What follows belongs to an exercise in optimizing a design on an open flow for small area, a short achievable clock period and few clock cycles; a production flow would make more cautious choices. Only simulation tests tie the RTL to the original design; equivalence was not proved. Power is estimated from default activity; no workload was simulated.

===== flow/config.mk =====
export PLATFORM = sky130hd
export DESIGN_NAME = riscv_core
export DESIGN_NICKNAME = riscv_core
export VERILOG_FILES = /design/flow/design.v
export SDC_FILE = /design/flow/constraint.sdc
export NUM_CORES = 4
export LEC_CHECK = 0
export CAP_MARGIN = 40
export CORE_MARGIN = 2
export CORE_UTILIZATION = 60
export CTS_BUF_LIST = sky130_fd_sc_hd__clkbuf_8
export CTS_CLUSTER_SIZE = 20
export SLEW_MARGIN = 20

===== flow/constraint.sdc =====
create_clock -name core_clock -period 20.0 [get_ports {clk}]
set_input_delay 4.0000 -clock core_clock [delete_from_list [all_inputs] [get_ports {clk}]]
set_output_delay 4.0000 -clock core_clock [all_outputs]
set_load 0.01 [all_outputs]

===== flow/design.v =====
module adder #(parameter W=32) (out,in1,in2);
  output [W-1:0] out;
  input [W-1:0] in1,in2;
  assign  out=in1+in2;
endmodule
module alu (out,sum,lt,eq,A,B,rsel,sub,uns,arith,left);
  output [31:0] out;
  output [31:0] sum;
  output lt,eq;
  input [31:0] A,B;
  input [5:0] rsel;
  input sub,uns,arith,left;
  assign sum=sub?A-B:A+B;
  assign lt=uns?(A<B):($signed(A)<$signed(B));
  assign eq=(A==B);
  reg [31:0] ar,sh;
  integer i;
  always @ ( * ) begin
    for (i=0;i<32;i=i+1) ar[i]=left?A[31-i]:A[i];
  end
  wire [63:0] srx={{32{arith&A[31]}},ar}>>B[4:0];
  always @ ( * ) begin
    for (i=0;i<32;i=i+1) sh[i]=left?srx[31-i]:srx[i];
  end
  assign out=({32{rsel[0]}}&sum)|({32{rsel[1]}}&sh)|{31'd0,rsel[2]&lt}|
    ({32{rsel[3]}}&(A^B))|({32{rsel[4]}}&(A|B))|({32{rsel[5]}}&(A&B));
endmodule
module regr_file (readout1,readout2,sel1,sel2,rd,in,clk,enW);
  output reg [31:0] readout1,readout2;
  input [10:0] sel1,sel2;
  input [4:0] rd;
  input clk,enW;
  input [31:0] in;
  reg [31:0] rx [0:10];
  integer k;
  always @ ( posedge clk ) begin
    if (enW) begin
      case (rd)
        5'd09: rx[0]<=in;
        5'd18: rx[1]<=in;
        5'd19: rx[2]<=in;
        5'd20: rx[3]<=in;
        5'd21: rx[4]<=in;
        5'd22: rx[5]<=in;
        5'd23: rx[6]<=in;
        5'd24: rx[7]<=in;
        5'd25: rx[8]<=in;
        5'd26: rx[9]<=in;
        5'd27: rx[10]<=in;
        default: ;
      endcase
    end
  end
  always @ ( * ) begin
    readout1=32'd0;
    readout2=32'd0;
    for (k=0;k<11;k=k+1) begin
      readout1=readout1|({32{sel1[k]}}&rx[k]);
      readout2=readout2|({32{sel2[k]}}&rx[k]);
    end
  end
endmodule
module regr_sel (sel,r);
  output [10:0] sel;
  input [4:0] r;
  assign sel[0]=(r==5'd9);
  genvar i;
  generate for (i=1;i<11;i=i+1) begin : g
    assign sel[i]=(r==5'd17+i);
  end endgenerate
endmodule
module immediate_gen_unit (out,format,is_store);
  output [31:0] out;
  input [31:0] format;
  input is_store;
  assign out={{20{format[31]}},format[31:25],is_store?format[11:7]:format[24:20]};
endmodule
module controller (op,f3,f7b5,sub,use_imm,uns,is_load,is_store,is_branch,is_jal,is_jalr,we,rsel);
  input [6:0] op;
  input [2:0] f3;
  input f7b5;
  output sub,use_imm,uns,is_load,is_store,is_branch,is_jal,is_jalr,we;
  output [8:0] rsel;
  wire ctl=op[6];                  
  assign is_branch=ctl&~op[2];
  assign is_jal=ctl&op[3];
  assign is_jalr=ctl&op[2]&~op[3];
  wire mem=~ctl&~op[4];            
  assign is_load=mem&~op[5];
  assign is_store=mem&op[5];
  wire upper=~ctl&op[4]&op[2];     
  wire is_alu=~ctl&op[4]&~op[2];   
  wire rtype=op[5];
  assign use_imm=~(is_alu&rtype)&~is_branch;
  assign sub=is_alu&rtype&f7b5;
  assign uns=is_branch?f3[1]:f3[0];
  assign we=is_alu|upper|is_jal|is_jalr;
  assign rsel[0]=is_alu&(f3==3'd0);
  assign rsel[1]=is_alu&(f3[1:0]==2'b01);
  assign rsel[2]=is_alu&(f3[2:1]==2'b01);
  assign rsel[3]=is_alu&(f3==3'd4);
  assign rsel[4]=is_alu&(f3==3'd6);
  assign rsel[5]=is_alu&(f3==3'd7);
  assign rsel[6]=upper&op[5];
  assign rsel[7]=upper&~op[5];
  assign rsel[8]=is_jal|is_jalr;
endmodule
module datapath (imem_addr,imem_rdata,dmem_addr,dmem_wdata,dmem_wstrb,dmem_rdata,initialize,start,clk,rst);
  output [31:0] imem_addr;
  input [31:0] imem_rdata;
  output [31:0] dmem_addr;
  output reg [31:0] dmem_wdata;
  output reg [3:0] dmem_wstrb;
  input [31:0] dmem_rdata;
  input [31:0] initialize;
  input start,clk,rst;
  reg [11:2] fpc;           
  reg d_valid;              
  reg [31:0] ir;            
  reg x_valid;
  reg ld_p1,ld_p2;          
  wire [11:2] xpc=fpc-{8'd0,~ld_p1,ld_p1};
  assign imem_addr={20'd0,fpc,2'b00};
  wire [6:0] op=ir[6:0];
  wire [2:0] f3=ir[14:12];
  wire [4:0] rd=ir[11:7];
  wire n_sub,n_use_imm,n_uns,n_is_load,n_is_store,n_is_branch,n_is_jal,n_is_jalr,n_we;
  wire [8:0] n_rsel;
  controller CTRL (imem_rdata[6:0],imem_rdata[14:12],imem_rdata[30],n_sub,n_use_imm,n_uns,n_is_load,n_is_store,n_is_branch,n_is_jal,n_is_jalr,n_we,n_rsel);
  reg sub,use_imm,uns,is_load,is_store,is_branch,is_jal,is_jalr,we;
  reg [8:0] rsel;
  wire [31:0] rs1v,rs2v,immdout;
  reg [4:0] ld1_rd,ld_rd;
  reg [2:0] ld1_f3;
  reg [1:0] ld1_a;
  reg [2:0] ld_f3;
  reg [1:0] ld_a;
  reg [31:0] loadval;
  wire [31:0] exres,wdata_rf;
  wire replay=x_valid&ld_p1&((ir[19:15]==ld1_rd)|(ir[24:20]==ld1_rd)|(ir[11:7]==ld1_rd));
  wire ex_ok=x_valid&~replay;
  wire ex_load=ex_ok&is_load;
  wire rf_we=ld_p2|(ex_ok&we);
  wire [4:0] rf_wa=ld_p2?ld_rd:rd;
  immediate_gen_unit IGU (immdout,ir,is_store);
  wire [10:0] nsel1,nsel2;
  reg [10:0] sel1,sel2;
  regr_sel RS1 (nsel1,imem_rdata[19:15]);
  regr_sel RS2 (nsel2,imem_rdata[24:20]);
  regr_file RGF (rs1v,rs2v,sel1,sel2,rf_wa,wdata_rf,clk,rf_we);
  wire [31:0] aluout,sum;
  wire lt,eq;
  alu ALU (aluout,sum,lt,eq,rs1v,use_imm?immdout:rs2v,rsel[5:0],sub,uns,ir[30],~f3[2]);
  wire [12:2] link=xpc+10'd1;
  assign exres=aluout|({32{rsel[6]}}&{ir[31:12],12'd0})|({32{rsel[7]}}&{ir[31:12],xpc,2'b00})|
    ({32{rsel[8]}}&{19'd0,link,2'b00});
  assign wdata_rf=ld_p2?loadval:exres;
  wire taken=f3[2]?(lt^f3[0]):(eq^f3[0]);
  wire [11:2] btarget;
  adder #(10) pcjump (btarget,xpc,is_jal?{ir[20],ir[30:22]}:{ir[7],ir[30:25],ir[11:9]});
  wire redirect=replay|(ex_ok&(is_jal|is_jalr|(is_branch&taken)));
  reg [11:2] target;
  always @ ( * ) begin
    if (replay) target=xpc;
    else if (is_jalr) target=sum[11:2];
    else target=btarget;
  end
  always @ ( posedge clk ) begin
    if (rst) begin
      fpc<=initialize[11:2];
      d_valid<=1'b0;
      x_valid<=1'b0;
    end else begin
      if (redirect) fpc<=target;
      else fpc<=fpc+{9'd0,start&~ex_load};
      d_valid<=start&~redirect;
      x_valid<=d_valid&~redirect&~ld_p1;
    end
    ir<=imem_rdata;
    {sub,use_imm,uns,is_load,is_store,is_branch,is_jal,is_jalr,we,rsel}<=
      {n_sub,n_use_imm,n_uns,n_is_load,n_is_store,n_is_branch,n_is_jal,n_is_jalr,n_we,n_rsel};
    sel1<=nsel1;
    sel2<=nsel2;
  end
  reg [11:0] maddr;
  assign dmem_addr={20'd0,maddr};
  always @ ( posedge clk ) begin
    maddr<=sum[11:0];
    case (f3[1:0])
      2'd0: dmem_wdata<={4{rs2v[7:0]}};
      2'd1: dmem_wdata<={2{rs2v[15:0]}};
      default: dmem_wdata<=rs2v;
    endcase
    if (rst|~(ex_ok&is_store)) dmem_wstrb<=4'b0000;
    else case (f3[1:0])
      2'd0: dmem_wstrb<=4'b0001<<sum[1:0];
      2'd1: dmem_wstrb<=sum[1]?4'b1100:4'b0011;
      default: dmem_wstrb<=4'b1111;
    endcase
    if (rst) begin
      ld_p1<=1'b0;
      ld_p2<=1'b0;
    end else begin
      ld_p1<=ex_load;
      ld_p2<=ld_p1;
    end
    ld1_rd<=rd;
    ld1_f3<=f3;
    ld1_a<=sum[1:0];
    ld_rd<=ld1_rd;
    ld_f3<=ld1_f3;
    ld_a<=ld1_a;
  end
  always @ ( * ) begin
    case ({ld_f3[1:0],ld_a})
      4'b0000: loadval={{24{dmem_rdata[7]&~ld_f3[2]}},dmem_rdata[7:0]};
      4'b0001: loadval={{24{dmem_rdata[15]&~ld_f3[2]}},dmem_rdata[15:8]};
      4'b0010: loadval={{24{dmem_rdata[23]&~ld_f3[2]}},dmem_rdata[23:16]};
      4'b0011: loadval={{24{dmem_rdata[31]&~ld_f3[2]}},dmem_rdata[31:24]};
      4'b0100,4'b0101: loadval={{16{dmem_rdata[15]&~ld_f3[2]}},dmem_rdata[15:0]};
      4'b0110,4'b0111: loadval={{16{dmem_rdata[31]&~ld_f3[2]}},dmem_rdata[31:16]};
      default: loadval=dmem_rdata;
    endcase
  end
endmodule
module riscv_core (clk,rst,start,initialize,imem_addr,imem_rdata,dmem_addr,dmem_wdata,dmem_wstrb,dmem_rdata);
  input clk,rst,start;
  input [31:0] initialize;
  output [31:0] imem_addr;
  input [31:0] imem_rdata;
  output [31:0] dmem_addr;
  output [31:0] dmem_wdata;
  output [3:0] dmem_wstrb;
  input [31:0] dmem_rdata;
  datapath DP (imem_addr,imem_rdata,dmem_addr,dmem_wdata,dmem_wstrb,dmem_rdata,initialize,start,clk,rst);
endmodule

===== flow/flow/run.sh =====
#!/bin/bash
# The standard layout (standard.sh) with two changes to how it is made; the
# SDC and the design's clock period are unchanged:
# - the resizer's setup repair is asked to leave 15 ns of slack at the
#   20 ns clock (it stops when it gets there), so the achieved period is
#   shorter;
# - every input and output port still gets a buffer, but a buf_1 instead
#   of the default delay-buffer cell (the resizer resizes it if needed).
set -euo pipefail
bash standard.sh SETUP_SLACK_MARGIN=15 "BUFFER_PORTS_ARGS=-buffer_cell sky130_fd_sc_hd__buf_1" finish > standard_flow.log 2>&1

===== flow/standard.sh =====
#!/bin/bash
# synth_recipe.tcl (not shown) runs the flow's synth.tcl, then flattens the netlist and writes it again
# the make line also repeats each setting of config.mk as NAME=value (left out here)
make -C /OpenROAD-flow-scripts/flow DESIGN_CONFIG=/design/flow/config.mk WORK_HOME=/design/flow/orfs CLKGATE_MAP_FILE= SYNTH_SCRIPT=/design/flow/synth_recipe.tcl "${@:-finish}"

==> run notes, run 1 <==
sequential area share after synthesis: 46.86%
latest clock arrival within the worst-skew pair: 0.71 ns
post-synth top area cell: edfxtp_1
worst path cell trace: buf_6 > mux2i_1 > nor2_1 > a31oi_2 > a211o_1 > a211o_4 > nand2_8 > a21o_1 > buf_4 > nand2_1 > o21ai_4 > buf_12
sequential power share: 41.8%
Final ANT Viol Nets: 0
Post-CTS Hold Fix Bufs: 0
global-route wire length before repair: 179200 um
clock root buffer: clkbuf_8
final setup violation count: 0
share of flip-flops with an asynchronous set or reset: 0%
Hold Path Class: reg -> reg
CTS tree: built
Synth Flop Type: edfxtp_1
gate count of the mapped netlist: 2826
Max H-tree Level: 3
Placeable Area: 0.04755 mm^2
Die Wd: 222.9 um
Die Y: 222.9 um
TNS Setup: 0 ns
dpl hpwl: 82850 um
Clock Tree Buf Depth: 3
DRT Pass-1 Iters: 10
CTS Buf Count: 78
Vias/cell: 7.583
Slew @ Worst Pin: 1.003 ns
highest clock rate: 182.0 MHz
WP data required: 20.54 ns
Area Growth Syn to Fin: 18.77%
RD Place Congestion: 0.9967
RSZ-0062 raised after global routing: yes
total track usage: 49.75%
Seq cells post-synth: 497
syn avg cell area: 10.17 um^2
clk sink count: 497
fin crit share: 27.47%
crit start category: input port
filler cell count: 3210
Worst Clk Skew: 0.05264 ns
fin area: 0.03415 mm^2
largest net degree at the start of global routing: 63
CP max stage delay: 0.41 ns
Post-Route WL: 129100 um
status: finished clean
initial antenna violation count: 6
Post-Syn Area: 0.02875 mm^2
worst path arrival time: 6.04 ns
via count: 28231
max-slew violations: 0
max_cap viols: 0
post-synth cell types: 89
Hold Startpoint: DP.ld1_f3[2]
final hold vios: 0
r2r worst-path depth: 17
Reg-to-Reg Start: DP.sel2[1]
std cell rows: 80
most frequent cells after synthesis: edfxtp_1 (352), nand2_1 (203), a22oi_1 (171)
DRC errors left: 0
Hold Path Depth: 0
grt ovf: 0
critical path class: in -> reg
Final Core Density: 71.82%
Area contributors post-synth: edfxtp_1 (37%), dfxtp_1 (10%), ha_1 (4.8%), a22oi_1 (4.5%), mux2i_1 (2.9%)
IO Pins: 199
share of cells above drive strength 1: 19.96%
clock slew at reported path FFs: 0.06 ns
Internal: 1.856 mW
PortBufs: 132
fin nets: 3251
R2R Setup Slk: 14.68 ns
worst slack at placement: 13.54 ns
crit end category: flop
Critical Path Start: dmem_rdata[15]
Comb power frac: 25.2%
Synth Warn #: 4
Starting Density: 60.47%
vias in the first global route: 26259
most common cell in the netlist: edfxtp_1
worst setup margin: 14.51 ns
leakage power: 12.92 nW
Max-Slew Margin vs Limit: 32.95%
switching part of the total: 33.15%
Clk pwr share: 33.0%
Sw Pwr: 920.2 uW
Post-synth EDFFs: 352
Worst Path Max Fanout: 11
crit path max-delay cell type: a211o_4
hold_ws: 0.3277 ns
peak supply drop: 0.08925 mV
Starting DRT DRC Count: 5236
Worst Hold End: DP.ld_f3[2]
PD cells: 81.30 mW/mm^2
die footprint: 0.04968 mm^2
Crit Reg-Reg Endpoint: DP.RGF.rx[0][16]
routed len/inst: 34.69 um
share of the synthesized area in the top cell type: 36.77%
clock period minus worst slack: 5.495 ns
placed inst area: 0.02988 mm^2
==> critical path: cells and delay by family <==
family	cells	cell delay, ns
AO/OA/AOI/OAI	5	1.21
buffers and inverters	3	0.38
multiplexers	1	0.07
AND/OR/NAND/NOR	3	0.37
==> metrics by stage <==
stage	std cells	total power, mW
2_1_floorplan	2867	1.549
3_3_place_gp	3445	1.748
3_5_place_dp	3457	1.753
4_1_cts	3672	2.702
5_1_grt	3721	2.828
6_report	3723	2.776
==> cells in the final DEF (no fill, tap or decap), types with 41 or more instances in the layout <==
master / count
nor2_1: 148
clkbuf_8: 86
nor3_1: 44
inv_1: 182
a21oi_1: 114
or2_2: 41
buf_1: 70
o21ai_0: 88
xnor2_1: 45
o22ai_1: 42
buf_6: 66
edfxtp_1: 352
nand2_1: 201
ha_1: 98
conb_1: 42
a22o_1: 56
mux2i_1: 80
a221oi_1: 71
a222oi_1: 68
buf_4: 113
nand4_1: 45
dfxtp_1: 100
a22oi_1: 170
nand3_1: 48
==> power groups by stage <==
stage	sequential [mW]	combinational, mW	clock, mW
after floorplan	1.18	0.371	0
after global placement	1.18	0.566	0
after CTS	1.16	0.636	0.904
after global routing	1.16	0.721	0.945
final	1.16	0.700	0.915
after detailed placement	1.18	0.570	0
==> metal layers <==
| layer | vias to the layer above | wire length [um] | GRT usage, % |
|---|---|---|---|
| met5 | - | 37 | 0 |
| met4 | 4 | 11930 | 34.62 |
| met3 | 801 | 21480 | 17.90 |
| met2 | 2939 | 53260 | 71.95 |
| met1 | 13161 | 42420 | 62.21 |
| li1 | 11326 | - | - |
==> kinds of logic after synthesis <==
logic type                 count (synthesis)  synth area share (%)
DFF                                      497                 46.86
AOI/OAI and AO/OA                        958                 24.50
other                                      1               0.01304
xor gates and xnor gates                  74                 2.254
muxes                                    110                 3.947
and+or+nand+nor                          685                 11.57
buffers and inverters                    387                 5.792
adders and majority gates                114                 5.066
==> sequential cells by signal, summed over array words and instances (netlist names), 9 cells and up <==
name,cells
DP.RGF.rx,352
DP.dmem_wdata,32
DP.ir,25
DP.maddr,11
DP.sel1,11
DP.sel2,11
DP.fpc,10
DP.rsel,9
==> final cells by class <==
cell class	count	area [um^2]	share of cell area, %
diodes	7	17.52	0.05130
clock buffers	84	1156	3.386
clock inverters	59	462.9	1.356
inverters	161	611.8	1.792
multi-input cells	1984	14810	43.37
flip-flops and latches	497	13550	39.68
well taps	615	769.5	2.253
repair buffers	315	2765	8.098
repair inverters	1	5.005	0.01466
==> worst max-delay path by stage <==
stage,end,slack [ns]
floorplan,DP.RGF.rx[0][24],14.30
global placement,DP.RGF.rx[0][14],13.42
detailed placement,DP.RGF.rx[10][20],13.54
CTS,DP.RGF.rx[1][25],14.59
global route,DP.RGF.rx[4][25],14.41
finish,DP.RGF.rx[4][25],14.51
==> timing repair <==
item / CTS / global route
setup endpoints to repair: 400 / 377
cloned: 4 / 3
pin swaps: 28 / 27
buffers inserted: 68 / 35
resized for setup: 269 / 68
Testbench counts, summed over its fixed seeds: cycles 16,523.
==> inputs of run 2 (changes only) <==
==> flow/flow/run.sh (replaced) <==
#!/bin/bash
# The standard layout (standard.sh) with two changes to how it is made; the
# SDC and the design's clock period are unchanged:
# - the resizer's setup repair is asked to leave 14.75 ns of slack at the
#   20 ns clock (it stops when it gets there), so the achieved period is
#   shorter;
# - every input and output port still gets a buffer, but a buf_1 instead
#   of the default delay-buffer cell (the resizer resizes it if needed).
set -euo pipefail
bash standard.sh SETUP_SLACK_MARGIN=14.75 "BUFFER_PORTS_ARGS=-buffer_cell sky130_fd_sc_hd__buf_1" finish > standard_flow.log 2>&1
==> run notes, run 2 <==
clock root buffer: clkbuf_8
CTS Buf Count: 77 (-1.3%)
Max-Slew Margin vs Limit: 34.94% (+2.0 points)
Vias/cell: 7.474 (-1.4%)
critical path class: reg -> reg
share of cells above drive strength 1: 14.57% (-5.4 points)
via count: 27309 (-3.3%)
share of flip-flops with an asynchronous set or reset: 0% (unchanged)
Clock Tree Buf Depth: 3 (unchanged)
Area contributors post-synth: edfxtp_1 (37%), dfxtp_1 (10%), ha_1 (4.8%), a22oi_1 (4.5%), mux2i_1 (2.9%)
share of the synthesized area in the top cell type: 36.77% (unchanged)
std cell rows: 80 (unchanged)
largest net degree at the start of global routing: 52 (-17%)
Synth Warn #: 4 (unchanged)
most frequent cells in the layout: edfxtp_1 (352), nand2_1 (202), inv_1 (172), a22oi_1 (170), nor2_1 (150)
DRC errors left: 0 (unchanged)
Top reg by flops: DP.RGF.rx
RSZ-0062 raised after global routing: yes
Area Growth Syn to Fin: 14.10%
die footprint: 0.04968 mm^2 (unchanged)
final setup violation count: 0 (unchanged)
syn avg cell area: 10.17 um^2 (unchanged)
vias in the first global route: 25541 (-2.7%)
Post-synth EDFFs: 352 (unchanged)
clock slew at reported path FFs: 0.07 ns (about the same)
post-synth cell types: 89 (unchanged)
sequential area share after synthesis: 46.86% (unchanged)
r2r worst-path depth: 17 (unchanged)
switching part of the total: 32.70% (-0.45 points)
Hold Path Class: reg -> reg
Internal: 1.811 mW (-2.4%)
gate count of the mapped netlist: 2826 (unchanged)
Post-Route WL: 122800 um (-4.9%)
highest clock rate: 183.3 MHz (+0.70%)
Sw Pwr: 879.8 uW (-4.4%)
Seq cells post-synth: 497 (unchanged)
final hold vios: 0 (unchanged)
max_cap viols: 0 (unchanged)
TNS Setup: 0 ns (unchanged)
Post-Syn Area: 0.02875 mm^2 (unchanged)
IO Pins: 199 (unchanged)
Clk pwr share: 32.7% (-0.3 points)
max-slew violations: 0 (unchanged)
PD cells: 82.02 mW/mm^2 (+0.90%)
WP data required: 20.43 ns (-0.11 ns)
global-route wire length before repair: 172900 um (-3.5%)
routed len/inst: 33.62 um (-3.1%)
crit end category: flop
largest registers: DP.RGF.rx (352), DP.dmem_wdata (32), DP.ir (25)
Die Y: 222.9 um (unchanged)
Die Wd: 222.9 um (unchanged)
Starting DRT DRC Count: 4467 (-15%)
Non-Filler Instances: 3654 (-1.9%)
CTS tree: built
R2R Setup Slk: 14.54 ns (-0.14 ns)
crit start category: flop
post-synth top area cell: edfxtp_1
Slew @ Worst Pin: 0.9657 ns (-0.03692 ns)
sequential power share: 43.1% (+1.3 points)
latest clock arrival within the worst-skew pair: 0.70 ns (about the same)
Final ANT Viol Nets: 0 (unchanged)
Crit Reg-Reg Endpoint: DP.RGF.rx[7][24]
Placeable Area: 0.04755 mm^2 (unchanged)
clock period minus worst slack: 5.457 ns (-0.03800 ns)
worst path arrival time: 5.89 ns (-0.15 ns)
dpl hpwl: 81930 um (-1.1%)
Setup crit end: DP.RGF.rx[7][24]
Final Core Density: 68.99% (-2.8 points)
commonest non-fill, non-tap cell in the layout: edfxtp_1
PortBufs: 132 (unchanged)
fin nets: 3195 (-1.7%)
Critical Path Start: DP.sel1[2]
cell total after placement: 3460 (+0.087%)
Reg-to-Reg Start: DP.sel1[2]
Post-CTS Hold Fix Bufs: 0 (unchanged)
grt ovf: 0 (unchanged)
Synth Flop Type: edfxtp_1
status: finished clean
DRT Pass-1 Iters: 10 (unchanged)
most frequent cells after synthesis: edfxtp_1 (352), nand2_1 (203), a22oi_1 (171)
Worst Path Max Fanout: 32 (+21)
flip-flop count of the largest register after layout: 352 (unchanged)
Max H-tree Level: 3 (unchanged)
fin crit share: 27.28% (-0.19 points)
peak supply drop: 0.09107 mV (+2.0%)
Worst Clk Skew: 0.06645 ns (+0.01381 ns)
clk sink count: 497 (unchanged)
RD Place Congestion: 1.042 (+4.5%)
initial antenna violation count: 9 (+3)
total track usage: 48.01% (-1.7 points)
leakage power: 12.22 nW (-5.4%)
Starting Density: 60.47% (unchanged)
Comb power frac: 24.2% (-1.0 points)
most common cell in the netlist: edfxtp_1
hold_ws: 0.3321 ns (+0.004358 ns)
==> run 2: cell counts after synthesis <==
No cell type changed its count.
==> run 2: routing by layer <==
metal	part of all wire, %	vias up	GRT usage (%)	wire length (um)
met2	41	2660	68.49	50230
met3	16	708	17.46	20100
met4	9.2	10	35.07	11250
met5	0.060	-	0	74
met1	34	12743	60.08	41180
li1	-	11188	-	-
==> run 2: worst min path at each step <==
stage	depth (start not counted)	to	slack (ns)	startpoint
floorplan	0	DP.ld_f3[0]	0.31	DP.ld1_f3[0]
global placement	0	DP.ld_f3[0]	0.31	DP.ld1_f3[0]
detailed placement	0	DP.ld_f3[0]	0.31	DP.ld1_f3[0]
CTS	0	DP.ld_f3[0]	0.33	DP.ld1_f3[0]
global route	0	DP.ld_f3[2]	0.35	DP.ld1_f3[2]
finish	0	DP.ld_f3[1]	0.33	DP.ld1_f3[1]
==> run 2: worst max-delay path: stages (launching register included) <==
cell	delay, ns
dfxtp_1	0.30
buf_4	0.30
a222oi_1	0.68
and2_1	0.55
inv_1	0.14
ha_1	0.61
nand2_1	0.22
nor2_1	0.17
and3_1	0.26
nand4_1	0.13
o21ai_2	0.33
nand3_1	0.13
a21oi_1	0.22
o31ai_1	0.10
xnor2_1	0.47
o211ai_1	0.17
buf_4	0.21
buf_8	0.16
==> run 2: cell families after synthesis <==
| group | share of synthesized area (%) |
|---|---|
| compound gates | 24.50 |
| xor+xnor | 2.254 |
| fa+ha+maj | 5.066 |
| buf+inv | 5.792 |
| flops | 46.86 |
| mux | 3.947 |
| other cells | 0.01304 |
| simple gates | 11.57 |
==> run 2: through the flow <==
stage / power [mW] / setup WS, ns / instance area [um^2]
2_1_floorplan: 1.548 / 14.30 / 29060
3_3_place_gp: 1.742 / 13.66 / 29790
3_5_place_dp: 1.751 / 13.59 / 29880
4_1_cts: 2.633 / 14.69 / 32330
5_1_grt: 2.747 / 14.54 / 32800
6_report: 2.691 / 14.54 / 32800
==> run 2: layout make-up <==
type | instances | area, um^2
multi-input cells | 1984 | 14500
diodes | 5 | 12.51
clock buffers | 85 | 1170
well taps | 615 | 769.5
flip-flops and latches | 497 | 13500
inverters | 161 | 608.1
fillers | 3570 | 14740
repair buffers | 261 | 1854
clock inverters | 46 | 389.1
==> run 2: power groups by stage <==
| stage | sequential, mW | combinational [mW] | clock, mW |
|---|---|---|---|
| global route | 1.16 | 0.673 | 0.914 |
| floorplan | 1.18 | 0.370 | 0 |
| CTS | 1.16 | 0.598 | 0.877 |
| detailed placement | 1.18 | 0.572 | 0 |
| global placement | 1.18 | 0.563 | 0 |
| finish | 1.16 | 0.652 | 0.880 |
==> run 2: timing repair <==
item | 4_1_cts | 5_1_grt
resized for setup | 98 | 37
pin swaps | 17 | 19
buffers inserted | 33 | 17
setup endpoints to repair | 340 | 297
cloned | 2 | 1

## port drivers added, routing unchanged
The results above use ideal ports. As a check the final layouts listed here were re-extracted and re-timed, cells and wires unchanged.
Step 1: set_driving_cell puts a clkbuf_16 on clk and a buf_2 on each other input, an assumption about the parent block.
Step 2 times the ports against the registers' clock, not the clock port: input delays grow and output delays shrink by t, the midpoint of the rising clock arrivals with the driver on.
a / b / c = ideal ports / drivers / drivers and shift; a / b = the first two.
run | t (ns) | slack for setup (ns) | worst setup path after step 2 | clock arrival spread, ns
run 1 | 0.744 | 14.506 / 14.511 / 13.767 | input to register | 0.052 / 0.053
run 2 | 0.728 | 14.543 / 14.543 / 13.878 | input to register | 0.067 / 0.066
After both steps every run listed still meets setup and hold. The setup slack of run 1, which loses most, moves by +0.005 ns with the drivers and by -0.739 ns with both steps.
